This is an optimization exercise on Yosys and OpenROAD, whose aim is small area, a short achievable clock period and few clock cycles, not a production implementation. Only simulation tests tie the RTL to the original design; equivalence was not proved. Power and IR drop assume default switching activity.

==> flow/design.v <==
`timescale 1ns / 1ps
module mycpu(
	input clk,
	input rst,
	output write,
	output [7:0] ins_addr,
	input [31:0] data_in,
	output [31:0] data_out,
	input [4:0] index,
	output [31:0] reg_out
    );
localparam TYPE_R    = 6'b000000;
localparam TYPE_ADDI = 6'b001000;
localparam TYPE_ANDI = 6'b001100;
localparam TYPE_ORI  = 6'b001101;
localparam TYPE_LW   = 6'b100011;
localparam TYPE_SW   = 6'b101011;
localparam TYPE_BEQ  = 6'b000100;
localparam TYPE_BNE  = 6'b000101;
localparam TYPE_J    = 6'b000010;
localparam FUNC_ADD  = 6'b100000;
localparam FUNC_SUB  = 6'b100010;
localparam FUNC_AND  = 6'b100100;
localparam FUNC_OR   = 6'b100101;
localparam FUNC_SLT  = 6'b101010;
localparam FUNC_SLL  = 6'b000000;
localparam FUNC_SRL  = 6'b000010;
localparam FUNC_SRA  = 6'b000011;
localparam [1023:0] RST_VAL = {
	480'h0,                             
	32'd9, 32'hffffffff,                
	96'h0,                              
	32'd11, 32'd10, 32'd9, 32'd8,       
	32'd7, 32'd6, 32'd5, 32'd4,         
	32'd3, 32'd2, 32'd5, 32'd1          
};
reg [1023:0] cRegs;    
reg        xwen;       
reg        xlw, xsw, xbeq, xbne, xj;
reg        xadd, xandd, xorr, xslt, xsll, xsrx;  
reg        xsub, xsra;
reg [4:0]  xrd;        
reg [4:0]  xsa;
reg [31:0] xa, xb;     
reg [7:0]  xt;         
reg [7:0]  fpc;        
wire        xmem = xlw | xsw;
wire        eq = (xa == xb);
wire        btaken = (xbeq & eq) | (xbne & ~eq);
wire [7:0]  lsAddr = xa[7:0] + xt;
wire [7:0]  bAddr = fpc + xt;
assign ins_addr = xmem ? lsAddr : xj ? xt : btaken ? bAddr : fpc;
assign write = xsw;
assign data_out = xb;
wire [32:0] sum = {1'b0, xa} + {1'b0, xsub ? ~xb : xb} + {32'd0, xsub};
function [31:0] rev(input [31:0] v);
	integer k;
	for (k = 0; k < 32; k = k + 1) rev[k] = v[31-k];
endfunction
wire [31:0] shin = xsll ? rev(xb) : xb;
wire        fill = xsra & xb[31];
wire [31:0] shr = $signed({fill, shin}) >>> xsa;
wire [31:0] alu = ({32{xadd}} & sum[31:0]) |
                  ({32{xandd}} & (xa & xb)) |
                  ({32{xorr}}  & (xa | xb)) |
                  ({31'd0, xslt & ~sum[32]}) |
                  ({32{xsll}} & rev(shr)) |
                  ({32{xsrx}} & shr);
wire        fetch = ~xmem;
wire [5:0]  op   = data_in[31:26];
wire [4:0]  rs   = data_in[25:21];
wire [4:0]  rt   = data_in[20:16];
wire [4:0]  rd   = data_in[15:11];
wire [5:0]  func = data_in[5:0];
wire        isR  = (op == TYPE_R);
wire        fAdd = isR & (func == FUNC_ADD);
wire        fSub = isR & (func == FUNC_SUB);
wire        fAnd = isR & (func == FUNC_AND);
wire        fOr  = isR & (func == FUNC_OR);
wire        fSlt = isR & (func == FUNC_SLT);
wire        fSll = isR & (func == FUNC_SLL);
wire        fSrl = isR & (func == FUNC_SRL);
wire        fSra = isR & (func == FUNC_SRA);
wire        iAdd = (op == TYPE_ADDI);
wire        iAnd = (op == TYPE_ANDI);
wire        iOr  = (op == TYPE_ORI);
wire        isImm = iAdd | iAnd | iOr;
wire [4:0]  dst  = isR ? rd : rt;
function [31:0] rdsel(input [1023:0] regs, input [4:0] n);
	integer k;
	begin
		rdsel = 32'h0;
		for (k = 0; k < 32; k = k + 1)
			rdsel = rdsel | (regs[32*k +: 32] & {32{n == k}});
	end
endfunction
wire [31:0] rfs = rdsel(cRegs, rs);
wire [31:0] rft = rdsel(cRegs, rt);
wire [31:0] vs = (xwen & (xrd == rs)) ? alu : rfs;
wire [31:0] vt = (xwen & (xrd == rt)) ? alu : rft;
wire [31:0] imm = iAdd ? {{16{data_in[15]}}, data_in[15:0]} :
                         {16'h0000, data_in[15:0]};
wire [7:0]  npc = ins_addr + 8'd1;
wire        go = fetch & ~rst;
always @(posedge clk) begin
	if (rst)
		fpc <= 8'h00;
	else if (fetch)
		fpc <= npc;
	xwen <= go & (fAdd | fSub | fAnd | fOr | fSlt | fSll | fSrl | fSra | isImm);
	xlw  <= go & (op == TYPE_LW);
	xsw  <= go & (op == TYPE_SW);
	xbeq <= go & (op == TYPE_BEQ);
	xbne <= go & (op == TYPE_BNE);
	xj   <= go & (op == TYPE_J);
	xadd <= fAdd | fSub | iAdd;
	xandd <= fAnd | iAnd;
	xorr  <= fOr | iOr;
	xslt <= fSlt;
	xsll <= fSll;
	xsrx <= fSrl | fSra;
	xsub <= fSub | fSlt;
	xsra <= fSra;
	xrd  <= dst;
	xsa  <= data_in[10:6];
	xa   <= vs;
	xb   <= isImm ? imm : vt;
	xt   <= data_in[7:0];
end
wire        rfWe  = xwen | xlw;
wire [31:0] rfVal = xlw ? data_in : alu;
wire [31:0] wz = rst ? 32'h00000000 : rfVal;
wire [31:0] wo = rst ? 32'hffffffff : rfVal;
genvar g, b;
generate
	for (g = 0; g < 32; g = g + 1) begin : regfile
		wire en = rst | (rfWe & (xrd == g));
		for (b = 0; b < 32; b = b + 1) begin : bits
			always @(posedge clk)
				if (en)
					cRegs[32*g + b] <= RST_VAL[32*g + b] ? wo[b] : wz[b];
		end
	end
endgenerate
assign reg_out = rdsel(cRegs, index);
endmodule
==> flow/run.sh <==
#!/bin/bash
# synth_recipe.tcl (not shown) runs the flow's synth.tcl, then flattens the netlist and writes it again
# the make line also repeats each setting of config.mk as NAME=value (left out here)
make -C /OpenROAD-flow-scripts/flow DESIGN_CONFIG=/design/flow/config.mk WORK_HOME=/design/flow/orfs CLKGATE_MAP_FILE= SYNTH_SCRIPT=/design/flow/synth_recipe.tcl finish
==> flow/config.mk <==
export PLATFORM = sky130hd
export DESIGN_NAME = mycpu
export DESIGN_NICKNAME = mycpu
export VERILOG_FILES = /design/flow/design.v
export SDC_FILE = /design/flow/constraint.sdc
export NUM_CORES = 4
export LEC_CHECK = 0
export CAP_MARGIN = 20
export CELL_PAD_IN_SITES_DETAIL_PLACEMENT = 1
export CELL_PAD_IN_SITES_GLOBAL_PLACEMENT = 2
export CORE_MARGIN = 2
export CORE_UTILIZATION = 30
export CTS_BUF_LIST = sky130_fd_sc_hd__clkbuf_8
export PLACE_DENSITY = 0.45
export SETUP_SLACK_MARGIN = 4.3
export SLEW_MARGIN = 20
export TNS_END_PERCENT = 5
==> flow/constraint.sdc <==
create_clock -name core_clock -period 10.0 [get_ports {clk}]
set_input_delay 2.0000 -clock core_clock [delete_from_list [all_inputs] [get_ports {clk}]]
set_output_delay 2.0000 -clock core_clock [all_outputs]
set_load 0.01 [all_outputs]
==> out/results.ini, run 1 <==
[outcome]
status=finished clean

[synth]
synth_top_family_by_area=compound AO/OA/AOI/OAI gates
syn_avg_cell_area_um2=11.8
yosysWarnings=1
synth_compound_area_share_pct=25.8
synth.top_cell.area_share_pct=51.5
synth_top_area_cell=edfxtp_1
synth_fa_ha_area_share_pct=2.41
ys_seq_elements=1126
async_flop_share_pct=0
synth_flop_cell=edfxtp_1
yosys.area_share.simple_pct=9.55
ys_types=83
synth_seq_area_share_pct=54.9
netlist_area_um2=59700
syn-num-nets=5197
muxShareOfSynthArea_pct=3.06
yosys.area_share.xor_xnor_pct=1.04
synthTopCellsByArea=edfxtp_1, a22oi_1, a221oi_1, a22o_1, dfxtp_1
synth_edf_count=1024
syn_inst=5045
synth_common_cells=edfxtp_1, a22oi_1, clkbuf_1
synth_most_common_cell=edfxtp_1

[grt]
grt_usage_pct=46.3
antenna_found_initial=43
grt_pass1_vias=59566
grt_first_pass_wirelength_um=619000
grt_max_degree=51
overflow=0

[route]
postRouteAntennaNets=0
drcViolationCount=0
drt_wl_total_um=484000
drt_pass1_iterations=6
vias_per_cell=7.65
avgRoutedWirePerCell_um=58.3
drtIter0Drc=11033
vias=63405

[placed_design]
hpwl_um=289000
pre_cts_slack_ns=1.96
place_congestion=0.959
portBuffers=111
dp_cells=7699

[worst_setup_path]
r2r_setup_slack_ns=4.29
critical_path_arrival_ns=4.24
critPathLaunchType=input port
worstPathRequired_ns=8.00
path_max_fanout=8
critPathCaptureType=output port
path_class=in -> out

[clocking]
numCtsBuffers=205
clk_latency_ns=1.05
clkTransAtPathRegs_ns=0.05
htreeDepth=4
cts_buffer_depth=3
cts_tree=built
clock-root-buffer=clkbuf_8
clock-sinks=1126

[sta]
relSlewSlack_pct=12.1
timing.fmax_mhz=160
fin_skew_ns=0.0697
finalCriticalPeriod_ns=6.24
worst_pin_slew_ns=1.32
hold_viol_final=0
slew_violations=0
worst_slack_ns=3.76
timing.hold.ws_ns=0.509
setup_tns_ns=0
rsz0062_at_grt=yes
fin_crit_sh_pct=62.4
setup_viol=0

[pwr]
p_leak_nw=26.0
powerDensity_nw_per_um2=172
peakVddDrop_uv=103

[final_layout]
fillCellCount=20842
syn_to_final_growth_pct=24.1
multiInputGateArea_um2=27000
fin_nets=5593
seq_area_um2=32900
drive_gt1_share_pct=21.5
final_cells=8293

[floorplan]
rows=163
start_util_pct=30.2
die_h_um=450
die_w_um=450
core_area_um2=198000
ios=112
dieArea_um2=203000

[job]
drv_cap=0

[min_path]
hold_class=reg -> reg

-- cell usage in the layout (no fill, tap or decap), drive strengths merged, types with 99 or more instances in the layout --
master	count
edfxtp	1024
a22oi	956
buf	507
a221oi	309
a22o	298
nand4	248
nor2	234
nand2	221
clkbuf	213
inv	155
ha	110
o21ai	106
dfxtp	102
nor3	101
a21oi	100
nand3	99
-- what timing repair did --
item / 4_1_cts / 5_1_grt
gates cloned: 12 / 0
setup buffers: 142 / 19
gates resized for setup: 429 / 39
pin swaps: 82 / 15
setup endpoints to repair: 50 / 52
hold buffers: 0 / 0
-- report_power, final --
| group | total (mW) | internal (mW) | leakage, nW | switching (mW) |
|---|---|---|---|---|
| Sequential | 5.75 | 5.40 | 11.4 | 0.351 |
| Clock | 4.75 | 2.46 | 2.31 | 2.29 |
| Combinational | 2.21 | 0.686 | 12.3 | 1.53 |
| Total | 12.7 | 8.55 | 26.0 | 4.17 |
-- flip-flops by register name (all words and copies together), names as in the netlist, 4 cells and up --
name   flops
cRegs   1024
fpc        8
xa        32
xb        32
xrd        5
xsa        4
xt         7
-- worst paths after layout --
check | start | endpoint | cells after the start
worst max-delay path | index[3] | reg_out[28] | 11
worst min-delay path | fpc[4]$_SDFFE_PP0P_ | fpc[4]$_SDFFE_PP0P_ | 2
worst max register to register | xsub$_DFF_P_ | cRegs[539]$_DFFE_PP_ | 13
worst min register to register | fpc[4]$_SDFFE_PP0P_ | fpc[4]$_SDFFE_PP0P_ | 2
-- stage by stage --
step	total power, mW	cell area, um^2	utilization (%)
after floorplan	6.54	59700	-
after global placement	7.80	66400	33.6
after detailed placement	7.79	66500	33.7
after CTS	12.6	73600	37.2
after global routing	12.9	74000	37.4
final	12.7	74100	37.5
-- routing by layer --
metal / GRT usage [%] / vias to the layer above / wire [um]
li1: - / 22108 / -
met1: 53.6 / 32195 / 169000
met2: 66.3 / 6668 / 200000
met3: 19.5 / 2406 / 65100
met4: 38.2 / 28 / 49900
met5: 0.237 / - / 254
-- layout make-up --
class                           count  area share (%)
Sequential cell                  1126            44.4
Multi-Input combinational cell   3412            36.4
Timing Repair Buffer              597            8.41
Tap cell                         2640            4.46
Clock buffer                      210            3.90
Clock inverter                    166            1.74
Inverter                           99           0.505
Antenna cell                       43           0.145
-- cells by family after synthesis --
family / after synthesis
compound gates: 2001
flops: 1126
simple gates: 1114
buf+inv: 507
mux: 113
fa+ha+maj: 113
xor+xnor: 71
-- critical path: stages --
cell	delay, ns
buf_6	0.11
nand3b_1	0.19
buf_6	0.16
buf_4	0.14
nor2_4	0.64
buf_12	0.24
buf_4	0.16
a22oi_1	0.09
nand4_1	0.15
or4_4	0.21
buf_6	0.12
Testbench counts, summed over its fixed seeds: cycles 36,345.
==> inputs of run 2 (changes only) <==
==> flow/flow/run.sh (new file) <==
#!/bin/bash
# Layout flow: the standard flow (standard.sh, standard synthesis
# unchanged), with two changes after synthesis:
#  - after floorplan, rebuild_regout.tcl rebuilds the debug read port
#    (reg_out = register[index]) as a shallow decoder and AND-OR tree;
#  - the port buffers are buf_4 cells, which timing repair can size up
#    (the default delay-cell buffers can only be swapped for other delay cells).
set -euo pipefail
here=$(pwd)
bash standard.sh \
  POST_FLOORPLAN_TCL="$here/flow/rebuild_regout.tcl" \
  BUFFER_PORTS_ARGS="-buffer_cell sky130_fd_sc_hd__buf_4" \
  finish > "$here/standard_flow.log" 2>&1
==> flow/flow/rebuild_regout.tcl (new file) <==
# Rebuild the debug read port (reg_out = register[index]) as a fast tree:
# predecoded index (nand3/nand2 then nor2 per register), a22oi pairs, nand4,
# nor2, nand2. It replaces the logic synthesis made for it, which is left
# without loads and removed.
proc rb_master {name} {
  set m [[ord::get_db] findMaster $name]
  if {$m eq "NULL" || $m eq ""} { error "rebuild: no master $name" }
  return $m
}
proc rb_net {block name} { return [odb::dbNet_create $block $name] }
proc rb_cell {block master name conns} {
  set inst [odb::dbInst_create $block [rb_master sky130_fd_sc_hd__$master] $name]
  foreach {pin net} $conns {
    set it [$inst findITerm $pin]
    if {$it eq "NULL" || $it eq ""} { error "rebuild: $master has no pin $pin" }
    $it connect $net
  }
  return $inst
}
proc rb_qnet {block r b} {
  set n [expr {32 * $r + $b}]
  set net [$block findNet [format {cRegs\[%d\]} $n]]
  if {$net eq "NULL" || $net eq ""} { error "rebuild: no register net cRegs\[$n\]" }
  set drv 0
  foreach it [$net getITerms] {
    if {[$it isOutputSignal] && [[[$it getInst] getMaster] isSequential]} { incr drv }
  }
  if {$drv != 1} { error "rebuild: net cRegs\[$n\] is not driven by one register" }
  return $net
}

proc rb_build {block} {
# index bits and their complements
for {set k 0} {$k < 5} {incr k} {
  set bt [$block findBTerm "index\[$k\]"]
  set ix($k) [$bt getNet]
  set nx($k) [rb_net $block "rbo_nidx_$k"]
  rb_cell $block inv_2 "rbo_inv_$k" [list A $ix($k) Y $nx($k)]
}
# predecode: hn(h) is low when index[4:2] == h, ln(l) low when index[1:0] == l
for {set h 0} {$h < 8} {incr h} {
  set hn($h) [rb_net $block "rbo_hn_$h"]
  set c {}
  foreach k {2 3 4} p {A B C} {
    if {($h >> ($k - 2)) & 1} { lappend c $p $ix($k) } else { lappend c $p $nx($k) }
  }
  lappend c Y $hn($h)
  rb_cell $block nand3_2 "rbo_hd_$h" $c
}
for {set l 0} {$l < 4} {incr l} {
  set ln($l) [rb_net $block "rbo_ln_$l"]
  set c {}
  foreach k {0 1} p {A B} {
    if {($l >> $k) & 1} { lappend c $p $ix($k) } else { lappend c $p $nx($k) }
  }
  lappend c Y $ln($l)
  rb_cell $block nand2_4 "rbo_ld_$l" $c
}
# one-hot register select
for {set r 0} {$r < 32} {incr r} {
  set sel($r) [rb_net $block "rbo_sel_$r"]
  rb_cell $block nor2_4 "rbo_sd_$r" [list A $hn([expr {$r >> 2}]) B $ln([expr {$r & 3}]) Y $sel($r)]
}
# per bit: 16 a22oi, 4 nand4, 2 nor2, 1 nand2
for {set b 0} {$b < 32} {incr b} {
  set bt [$block findBTerm "reg_out\[$b\]"]
  set onet [$bt getNet]
  # detach the old driver
  foreach it [$onet getITerms] {
    if {[$it isOutputSignal]} {
      set dead [rb_net $block "rbo_dead_$b"]
      $it disconnect
      $it connect $dead
    }
  }
  for {set k 0} {$k < 16} {incr k} {
    set pp($k) [rb_net $block "rbo_p_${b}_$k"]
    set r0 [expr {2 * $k}]
    set r1 [expr {2 * $k + 1}]
    rb_cell $block a22oi_1 "rbo_a_${b}_$k" [list A1 [rb_qnet $block $r0 $b] A2 $sel($r0) \
      B1 [rb_qnet $block $r1 $b] B2 $sel($r1) Y $pp($k)]
  }
  for {set j 0} {$j < 4} {incr j} {
    set qq($j) [rb_net $block "rbo_q_${b}_$j"]
    rb_cell $block nand4_1 "rbo_n_${b}_$j" [list A $pp([expr {4*$j}]) B $pp([expr {4*$j+1}]) \
      C $pp([expr {4*$j+2}]) D $pp([expr {4*$j+3}]) Y $qq($j)]
  }
  set o0 [rb_net $block "rbo_o_${b}_0"]
  set o1 [rb_net $block "rbo_o_${b}_1"]
  rb_cell $block nor2_1 "rbo_r_${b}_0" [list A $qq(0) B $qq(1) Y $o0]
  rb_cell $block nor2_1 "rbo_r_${b}_1" [list A $qq(2) B $qq(3) Y $o1]
  rb_cell $block nand2_2 "rbo_f_$b" [list A $o0 B $o1 Y $onet]
}

}
# remove logic left without loads
proc rb_has_load {net} {
  if {$net eq "NULL" || $net eq ""} { return 0 }
  if {[llength [$net getBTerms]] > 0} { return 1 }
  foreach it [$net getITerms] {
    if {[$it isInputSignal]} { return 1 }
  }
  return 0
}
proc rb_sweep {block} {
set removed 0
set changed 1
while {$changed} {
  set changed 0
  foreach inst [$block getInsts] {
    set m [$inst getMaster]
    if {[$m getType] ne "CORE"} { continue }
    if {[$m isSequential]} { continue }
    set outs 0
    set live 0
    foreach it [$inst getITerms] {
      if {[$it isOutputSignal]} {
        incr outs
        if {[rb_has_load [$it getNet]]} { set live 1 }
      }
    }
    if {$outs > 0 && !$live} {
      set nets {}
      foreach it [$inst getITerms] {
        if {[$it isOutputSignal] && [$it getNet] ne "NULL"} { lappend nets [$it getNet] }
      }
      odb::dbInst_destroy $inst
      foreach n $nets {
        if {[llength [$n getITerms]] == 0 && [llength [$n getBTerms]] == 0} { odb::dbNet_destroy $n }
      }
      incr removed
      set changed 1
    }
  }
}
foreach n [$block getNets] {
  if {[$n isSpecial]} { continue }
  if {[llength [$n getITerms]] == 0 && [llength [$n getBTerms]] == 0} { odb::dbNet_destroy $n }
}
return $removed
}
rb_build [ord::get_db_block]
puts "rebuild_regout: removed [rb_sweep [ord::get_db_block]] old cells"
==> flow/standard.sh (new file) <==
#!/bin/bash
# synth_recipe.tcl (not shown) runs the flow's synth.tcl, then flattens the netlist and writes it again
# the make line also repeats each setting of config.mk as NAME=value (left out here)
make -C /OpenROAD-flow-scripts/flow DESIGN_CONFIG=/design/flow/config.mk WORK_HOME=/design/flow/orfs CLKGATE_MAP_FILE= SYNTH_SCRIPT=/design/flow/synth_recipe.tcl "${@:-finish}"
removed: flow/run.sh
==> out/results.ini, run 2 <==
[clocking]
clkTransAtPathRegs_ns=0.06
clock-root-buffer=clkbuf_8
cts_tree=built
clk_latency_ns=1.03
htreeDepth=4
numCtsBuffers=207
clock-sinks=1126
cts_buffer_depth=3

[grt]
grt_first_pass_wirelength_um=611000
antenna_found_initial=40
grt_max_degree=42
grt_pass1_vias=58795
overflow=0
grt_usage_pct=45.6

[final_layout]
largest_register_ffs=1024
layout_commonest_cell=a22oi_1
drive_gt1_share_pct=21.1
fillCellCount=21020
final_cells=8260
mostFrequentLayoutCells=a22oi_1, edfxtp_1, buf_4
reg_top3=cRegs x1024, xa x32, xb x32
syn_to_final_growth_pct=21.1
top_register=cRegs
fin_nets=5563

[placed_design]
portBuffers=111
hpwl_um=287000
place_congestion=0.956
dp_cells=7764

[sta]
setup_tns_ns=0
worst_pin_slew_ns=1.24
hold_viol_final=0
fin_crit_sh_pct=59.2
finalCriticalPeriod_ns=5.92
fin_skew_ns=0.0433
setup_viol=0
rsz0062_at_grt=yes
relSlewSlack_pct=16.5
timing.fmax_mhz=169
slew_violations=0

[synth]
syn-num-nets=5197
synth.top_cell.area_share_pct=51.5
synth_common_cells=edfxtp_1, a22oi_1, clkbuf_1
ys_types=83
synth_top_area_cell=edfxtp_1
synthTopCellsByArea=edfxtp_1, a22oi_1, a221oi_1, a22o_1, dfxtp_1
synth_seq_area_share_pct=54.9
syn_inst=5045
synth_flop_cell=edfxtp_1
ys_seq_elements=1126
synth_edf_count=1024
synth_most_common_cell=edfxtp_1
netlist_area_um2=59700
async_flop_share_pct=0
yosysWarnings=1
syn_avg_cell_area_um2=11.8

[worst_setup_path]
critPathLaunchType=input port
crit_path_max_incr_delay_ns=0.39
critPathCaptureType=output port
slowest_stage=a22oi_1
cpMostUsedCell=buf_4
path_max_fanout=27
path_cells=buf_4, inv_4, nand2_8, nor2_4, buf_12, a22oi_1, nand4_1, nor2_2, nand2_2, buf_4
path_class=in -> out
critical_path_arrival_ns=3.92
worstPathRequired_ns=8.00

[route]
drtIter0Drc=11733
drcViolationCount=0
drt_pass1_iterations=7
drt_wl_total_um=483000
vias=63316
vias_per_cell=7.67
avgRoutedWirePerCell_um=58.5
postRouteAntennaNets=0

[pwr]
p_clk_share_pct=36.0
powerDensity_nw_per_um2=171
p_seq_share_pct=46.5
p_int_mw=8.25
p_leak_nw=25.1
peakVddDrop_uv=103
combPwrFrac_pct=17.5
switching_share_pct=33.3
p_switching_mw=4.13

[floorplan]
die_h_um=450
dieArea_um2=203000
ios=112
rows=163
die_w_um=450
start_util_pct=30.2
core_area_um2=198000

[outcome]
status=finished clean

[min_path]
hold_class=reg -> reg

[job]
drv_cap=0

run 2: changes by cell type in the layout (fill, tap and decap cells not counted), moves of 21 or more:
| cell | previous run | this run |
|---|---|---|
| a22oi_1 | 948 | 1095 |
| a22o_1 | 298 | 212 |
| clkdlybuf4s50_1 | 68 | 0 |
| a221oi_1 | 271 | 218 |
| nand4_1 | 248 | 301 |
| nand3_1 | 95 | 54 |
| nor2_1 | 133 | 170 |
| a221oi_2 | 38 | 4 |
| buf_4 | 356 | 390 |
| nand2_2 | 1 | 31 |
| a22oi_2 | 8 | 33 |
| nor2_2 | 2 | 27 |
| buf_6 | 45 | 23 |
| or4_4 | 21 | 0 |
run 2: routing by layer:
layer | GRT usage [%] | vias to the layer above | wire length, um | share of wire (%)
met5 | 0 | - | 347 | 0.072
met1 | 55.5 | 32449 | 174000 | 36
met3 | 20.0 | 2083 | 70300 | 15
met4 | 32.6 | 20 | 44700 | 9.2
li1 | - | 22034 | - | -
met2 | 64.1 | 6730 | 194000 | 40
run 2: critical path, delay by kind of cell:
family / cells / cell delay (ns)
AO/OA/AOI/OAI: 1 / 0.39
buffers and inverters: 4 / 0.58
AND/OR/NAND/NOR: 5 / 0.74
run 2: power groups by stage:
stage	sequential [mW]	clock [mW]	combinational [mW]
floorplan	5.67	0	0.869
detailed placement	5.82	0	1.96
global placement	5.84	0	1.95
finish	5.75	4.46	2.17
CTS	5.74	4.47	2.03
global route	5.76	4.65	2.20
run 2: cells by family after synthesis:
kind of cell             count (synthesis)  share of synthesized area, %
XOR/XNOR                                71                          1.04
flip-flops                            1126                          54.9
AND/OR/NAND/NOR                       1114                          9.55
buffers and inverters                  507                          3.25
AO/OA/AOI/OAI                         2001                          25.8
adder cells (fa/ha/maj)                113                          2.41
multiplexers                           113                          3.06
run 2: final cells by class:
type / count / area, um^2 / area share [%]
Clock buffer: 214 / 2950 / 4.07
Sequential cell: 1126 / 32900 / 45.5
Clock inverter: 169 / 973 / 1.35
Timing Repair Buffer: 486 / 4680 / 6.48
Inverter: 104 / 407 / 0.562
Tap cell: 2640 / 3300 / 4.57
Multi-Input combinational cell: 3486 / 27000 / 37.4
Antenna cell: 35 / 87.6 / 0.121
run 2: worst paths after layout:
kind         slack (ns)                start                    to  cells past startpoint
max                4.08             index[1]            reg_out[3]                     10
min                0.52  fpc[4]$_SDFFE_PP0P_   fpc[4]$_SDFFE_PP0P_                      2
max reg2reg        4.51        xt[6]$_DFF_P_  cRegs[375]$_DFFE_PP_                     11
min reg2reg        0.52  fpc[4]$_SDFFE_PP0P_   fpc[4]$_SDFFE_PP0P_                      2
run 2: stage by stage:
step | cell area, um^2 | hold WS, ns | worst slack, ns | utilization (%) | power (mW)
global route | 72200 | 0.545 | 4.20 | 36.5 | 12.6
global placement | 66000 | 0.505 | 3.15 | 33.4 | 7.79
CTS | 71300 | 0.523 | 4.20 | 36.1 | 12.2
floorplan | 59700 | 0.466 | 4.32 | - | 6.54
finish | 72300 | 0.522 | 4.08 | 36.6 | 12.4
detailed placement | 66100 | 0.515 | 3.16 | 33.5 | 7.78
run 2: timing repair:
action | CTS | global route
hold buffers | 0 | 0
gates resized for setup | 192 | 113
buffers inserted | 48 | 18
pin swaps | 38 | 46
gates cloned | 2 | 9
endpoints found under the setup margin | 40 | 39
==> inputs of run 3 (changes only) <==
--- a/flow/config.mk
+++ b/flow/config.mk
@@ -7,3 +7,3 @@
 export LEC_CHECK = 0
-export CAP_MARGIN = 20
+export CAP_MARGIN = 10
 export CELL_PAD_IN_SITES_DETAIL_PLACEMENT = 1
@@ -12,6 +12,8 @@
 export CORE_UTILIZATION = 30
-export CTS_BUF_LIST = sky130_fd_sc_hd__clkbuf_8
+export CTS_BUF_LIST = sky130_fd_sc_hd__clkbuf_16
+export CTS_CLUSTER_DIAMETER = 80
+export CTS_CLUSTER_SIZE = 24
 export PLACE_DENSITY = 0.45
 export SETUP_SLACK_MARGIN = 4.3
-export SLEW_MARGIN = 20
+export SLEW_MARGIN = 10
 export TNS_END_PERCENT = 5
==> out/results.ini, run 3 <==
[final_layout]
fin_nets=5463
syn_to_final_growth_pct=20.9
layout_commonest_cell=a22oi_1
largest_register_ffs=1024
design_area_um2=72100
mostFrequentLayoutCells=a22oi_1, edfxtp_1, buf_4
drive_gt1_share_pct=20.0
top_register=cRegs
reg_top3=cRegs x1024, xa x32, xb x32

[sta]
fin_skew_ns=0.0445
slew_violations=0
fin_crit_sh_pct=58.3
relSlewSlack_pct=5.89
setup_tns_ns=0
rsz0062_at_grt=yes
timing.fmax_mhz=171
hold_viol_final=0
setup_viol=0
finalCriticalPeriod_ns=5.83
worst_pin_slew_ns=1.41

[outcome]
status=finished clean

[floorplan]
start_util_pct=30.2
rows=163
die_h_um=450
die_w_um=450
ios=112
dieArea_um2=203000
core_area_um2=198000

[clocking]
cts_buffer_depth=3
clock-root-buffer=clkbuf_16
clock-sinks=1126
clkTransAtPathRegs_ns=0.08
cts_hold_buf=0
htreeDepth=3
cts_tree=built
clk_latency_ns=0.81
numCtsBuffers=96

[synth]
netlist_area_um2=59700
syn_avg_cell_area_um2=11.8
async_flop_share_pct=0
syn_inst=5045
synth_top_area_cell=edfxtp_1
synthTopCellsByArea=edfxtp_1, a22oi_1, a221oi_1, a22o_1, dfxtp_1
yosysWarnings=1
ys_types=83
synth_seq_area_share_pct=54.9
synth_flop_cell=edfxtp_1
synth_common_cells=edfxtp_1, a22oi_1, clkbuf_1
synth_most_common_cell=edfxtp_1
synth_edf_count=1024
ys_seq_elements=1126
syn-num-nets=5197
synth.top_cell.area_share_pct=51.5

[worst_setup_path]
worstPathRequired_ns=8.00
path_class=in -> out
reg2reg_to=cRegs[558]$_DFFE_PP_
critPathLaunch=index[3]
critPathCaptureType=output port
r2r-start=xsub$_DFF_P_
ff2ff_path_depth=12
crit_path_max_incr_delay_ns=0.29
r2r_setup_slack_ns=4.37
path_max_fanout=27
critPathLaunchType=input port
slowest_stage=a22oi_2
critical_path_arrival_ns=3.83
path_cells=buf_6, inv_4, nand3_4, nor2_4, clkbuf_16, a22oi_2, nand4_1, nor2_2, nand2_2, buf_4

[pwr]
p_leak_nw=24.7
peakVddDrop_uv=147
powerDensity_nw_per_um2=170
total_power_mw=12.2

[grt]
grt_pass1_vias=57524
grt_first_pass_wirelength_um=607000
antenna_found_initial=44
grt_usage_pct=45.3
overflow=0
grt_max_degree=42

[route]
postRouteAntennaNets=0
drt_wl_total_um=484000
vias=62860
avgRoutedWirePerCell_um=60.0
drcViolationCount=0
drtIter0Drc=12474
drt_pass1_iterations=9
vias_per_cell=7.79

[min_path]
min_to=fpc[3]$_SDFFE_PP0P_
min-delay-start=fpc[3]$_SDFFE_PP0P_
hold_path_depth=2
hold_class=reg -> reg

[job]
drv_cap=0

[placed_design]
portBuffers=111
place_congestion=0.956
placed_area_um2=66000
hpwl_um=287000

## run 3: cell counts after synthesis
Identical to the previous run, type by type.
## run 3: power by group
part | switching, mW | internal, mW | total [mW]
registers | 0.360 | 5.39 | 5.75
clock network | 2.32 | 2.04 | 4.36
logic | 1.52 | 0.625 | 2.14
total | 4.20 | 8.05 | 12.2
## run 3: kinds of logic after synthesis
| logic type | share of synthesized area, % |
|---|---|
| buf+inv | 3.25 |
| simple gates | 9.55 |
| mux | 3.06 |
| flops | 54.9 |
| xor+xnor | 1.04 |
| compound gates | 25.8 |
| fa+ha+maj | 2.41 |
## run 3: worst max path at each step
stage	endpoint	slack, ns	cells after the start
global placement	reg_out[13]	3.15	10
finish	reg_out[3]	4.17	10
global route	ins_addr[7]	4.19	12
detailed placement	reg_out[29]	3.14	10
CTS	reg_out[15]	4.20	10
floorplan	reg_out[19]	4.32	7
## run 3: what timing repair did
item,CTS,global route
resized for setup,145,139
endpoints found under the setup margin,71,101
setup buffers,38,36
pin swaps,32,64
gates cloned,2,19
## run 3: metrics by stage
stage,setup WS [ns],hold slack (ns),util [%],cells
after global placement,3.15,0.505,33.4,7754
after floorplan,4.32,0.466,-,5045
final,4.17,0.528,36.5,8069
after detailed placement,3.14,0.519,33.4,7756
after CTS,4.20,0.531,35.7,7973
after global routing,4.19,0.553,36.5,8031
## run 3: final cells by class
class	instances	area, um^2
multi-input combinational	3486	27000
clock buffer	99	2480
fill	20864	125000
tap	2640	3300
inverter	104	407
antenna	39	97.6
clock inverter	78	993
timing repair buffer	497	5060
sequential	1126	32800
## run 3: per-layer routing
metal  vias up  GRT usage (%)  routed length, um
met2      6693           63.6             195000
met5         -          0.379                300
li1      21791              -                  -
met3      2030           19.5              69700
met4        32           31.5              44100
met1     32314           55.7             175000
## run 3: critical path, delay by kind of cell
family / cells / cell delay, ns
buffers and inverters: 4 / 0.58
AOI/OAI and AO/OA: 1 / 0.29
and+or+nand+nor: 5 / 0.75
==> inputs of run 4 (changes only) <==
--- a/flow/config.mk
+++ b/flow/config.mk
@@ -11,3 +11,3 @@
 export CORE_MARGIN = 2
-export CORE_UTILIZATION = 30
+export CORE_UTILIZATION = 36
 export CTS_BUF_LIST = sky130_fd_sc_hd__clkbuf_16
@@ -15,3 +15,3 @@
 export CTS_CLUSTER_SIZE = 24
-export PLACE_DENSITY = 0.45
+export PLACE_DENSITY = 0.5
 export SETUP_SLACK_MARGIN = 4.3
==> out/results.ini, run 4 <==
[sta]
fin_skew_ns=0.0462
fin_crit_sh_pct=58.8
relSlewSlack_pct=-1.66
rsz0062_at_grt=yes
finalCriticalPeriod_ns=5.88
slew_violations=16
hold_viol_final=0
worst_slack_ns=4.12
setup_tns_ns=0
timing.fmax_mhz=170
setup_viol=0
worst_pin_slew_ns=1.52

[synth]
syn_avg_cell_area_um2=11.8
synth.top_cell.area_share_pct=51.5
yosysWarnings=1
ys_types=83
synth_common_cells=edfxtp_1, a22oi_1, clkbuf_1
async_flop_share_pct=0
ys_seq_elements=1126
synth_flop_cell=edfxtp_1
synth_most_common_cell=edfxtp_1
netlist_area_um2=59700
synthTopCellsByArea=edfxtp_1, a22oi_1, a221oi_1, a22o_1, dfxtp_1
syn-num-nets=5197
synth_edf_count=1024
synth_top_area_cell=edfxtp_1
syn_inst=5045
synth_seq_area_share_pct=54.9

[clocking]
clk_latency_ns=0.80
clock-sinks=1126
cts_buffer_depth=3
htreeDepth=3
clock-root-buffer=clkbuf_16
clkTransAtPathRegs_ns=0.09
numCtsBuffers=89
cts_tree=built

[final_layout]
mostFrequentLayoutCells=a22oi_1, edfxtp_1, buf_4
seq_area_um2=32800
drive_gt1_share_pct=19.0
multiInputGateArea_um2=26800
fillCellCount=17187
design_area_um2=70600
fin_nets=5429
reg_top3=cRegs x1024, xa x32, xb x32
layout_commonest_cell=a22oi_1
fin_util_pct=42.8
top_register=cRegs
largest_register_ffs=1024
syn_to_final_growth_pct=18.2

[grt]
grt_usage_pct=51.3
grt_max_degree=50
grt-busiest-layer=met2
overflow=0
use_met1_pct=59.1
met3_usage_pct=29.5
use_met2_pct=70.1
grt_pass1_vias=58187
antenna_found_initial=45
grt_first_pass_wirelength_um=574000

[route]
drt_pass1_iterations=13
drcViolationCount=0
drtIter0Drc=13342
vias_per_cell=8.29
avgRoutedWirePerCell_um=59.0
vias=62800
drt_wl_total_um=447000
postRouteAntennaNets=0

[min_path]
hold_class=reg -> reg
min_to=fpc[3]$_SDFFE_PP0P_
hold_path_depth=2
min-delay-start=fpc[3]$_SDFFE_PP0P_

[floorplan]
die_h_um=411
die_w_um=411
core_area_um2=165000
ios=112
dieArea_um2=169000
rows=149
start_util_pct=36.2

[outcome]
so.violations=capacitance limit, slew limit
status=complete, but fails checks

[pwr]
total_power_mw=11.9
powerDensity_nw_per_um2=169
p_leak_nw=24.3
peakVddDrop_uv=180

[placed_design]
hpwl_um=263000
placed_area_um2=65400
portBuffers=111
place_congestion=0.992
pre_cts_slack_ns=3.24

[worst_setup_path]
path_class=in -> out
path_max_fanout=18
critPathCaptureType=output port
r2r_setup_slack_ns=4.31
reg2reg_to=cRegs[395]$_DFFE_PP_
critPathLaunchType=input port
worstPathRequired_ns=8.00
ff2ff_path_depth=10
r2r-start=xsll$_DFF_P_
critical_path_arrival_ns=3.88

[job]
drv_cap=1

-- run 4: area by class of cell --
type	instances	share of cell area (%)
Sequential cell	1126	46.5
Multi-Input combinational cell	3486	38.0
Timing Repair Buffer	470	6.27
Tap cell	2189	3.88
Clock buffer	93	3.30
Clock inverter	71	1.28
Inverter	104	0.571
Antenna cell	38	0.135
-- run 4: per-stage QoR --
step | instances | hold slack [ns]
2_1_floorplan | 5045 | 0.466
3_3_place_gp | 7297 | 0.485
3_5_place_dp | 7297 | 0.495
4_1_cts | 7537 | 0.507
5_1_grt | 7542 | 0.523
6_report | 7577 | 0.509
-- run 4: report_power, final --
group,switching (mW),internal [mW]
Combinational,1.44,0.604
Clock,2.24,1.88
Sequential,0.363,5.39
-- run 4: how the worst max path moves through the flow --
stage,slack (ns),from,end
after global routing,4.14,index[0],reg_out[5]
after floorplan,4.32,index[2],reg_out[19]
after global placement,3.32,index[3],reg_out[6]
after detailed placement,3.24,index[3],reg_out[6]
after CTS,4.27,index[1],reg_out[30]
final,4.12,index[0],reg_out[24]
-- run 4: critical path: stages --
cell and delay, ns:
buf_4 0.16, nand2_4 0.24, nor2_4 0.07, buf_12 0.18
buf_16 0.25, a22oi_2 0.28, nand4_1 0.23, nor2_1 0.17
nand2_2 0.09, buf_4 0.15
-- run 4: logic make-up (layout without fill, tap and decap cells) --
| group | after synthesis | count (layout) | synth area share [%] |
|---|---|---|---|
| AOI/OAI and AO/OA | 2001 | 2001 | 25.8 |
| DFF | 1126 | 1126 | 54.9 |
| and+or+nand+nor | 1114 | 1188 | 9.55 |
| buffers and inverters | 507 | 738 | 3.25 |
| adders and majority gates | 113 | 113 | 2.41 |
| muxes | 113 | 113 | 3.06 |
| xor gates and xnor gates | 71 | 71 | 1.04 |
| other | 0 | 38 | 0 |
-- run 4: what timing repair did --
item / in CTS / in global routing
cloned: 7 / 0
gates resized for setup: 214 / 10
hold buffers: 0 / 0
buffers inserted: 69 / 2
setup endpoints to repair: 40 / 102
pin swaps: 52 / 3
-- run 4: routing by layer --
metal  routed length (um)  share of wire (%)  vias to the layer above
met3                76300                 17                     2365
li1                     -                  -                    21691
met4                43600                9.8                       56
met5                 1010               0.23                        -
met1               151000                 34                    31577
met2               175000                 39                     7111

## afterwards: timing with drivers on the ports
In the flow no input, the clock included, has a driving cell. The finished layouts below were timed again as built, in two steps.
Step 1 assumes that a clkbuf_16 drives the clock port and a buf_2 every other input.
Step 2 moves the port delays by t, midway between the first and last clock arrival at a register: inputs arrive t later, outputs are due t later. That takes back most of the time a late clock gives input paths.
Slacks: ideal / step 1 / step 2; pairs: ideal / step 1.
run | t (ns) | setup WS [ns] | worst setup path at the end | latest minus earliest clock arrival (ns)
run 1 | 1.111 | 3.764 / 3.730 / 2.745 | input to register | 0.072 / 0.073
run 2 | 1.098 | 4.081 / 4.054 / 3.734 | input to register | 0.043 / 0.043
run 3 | 0.873 | 4.165 / 4.126 / 3.577 | input to register | 0.045 / 0.045
run 4 | 0.875 | 4.115 / 4.093 / 3.528 | input to register | 0.047 / 0.047
The setup slack of run 1, which loses most, moves by -0.034 ns with the drivers and by -1.019 ns with both steps.
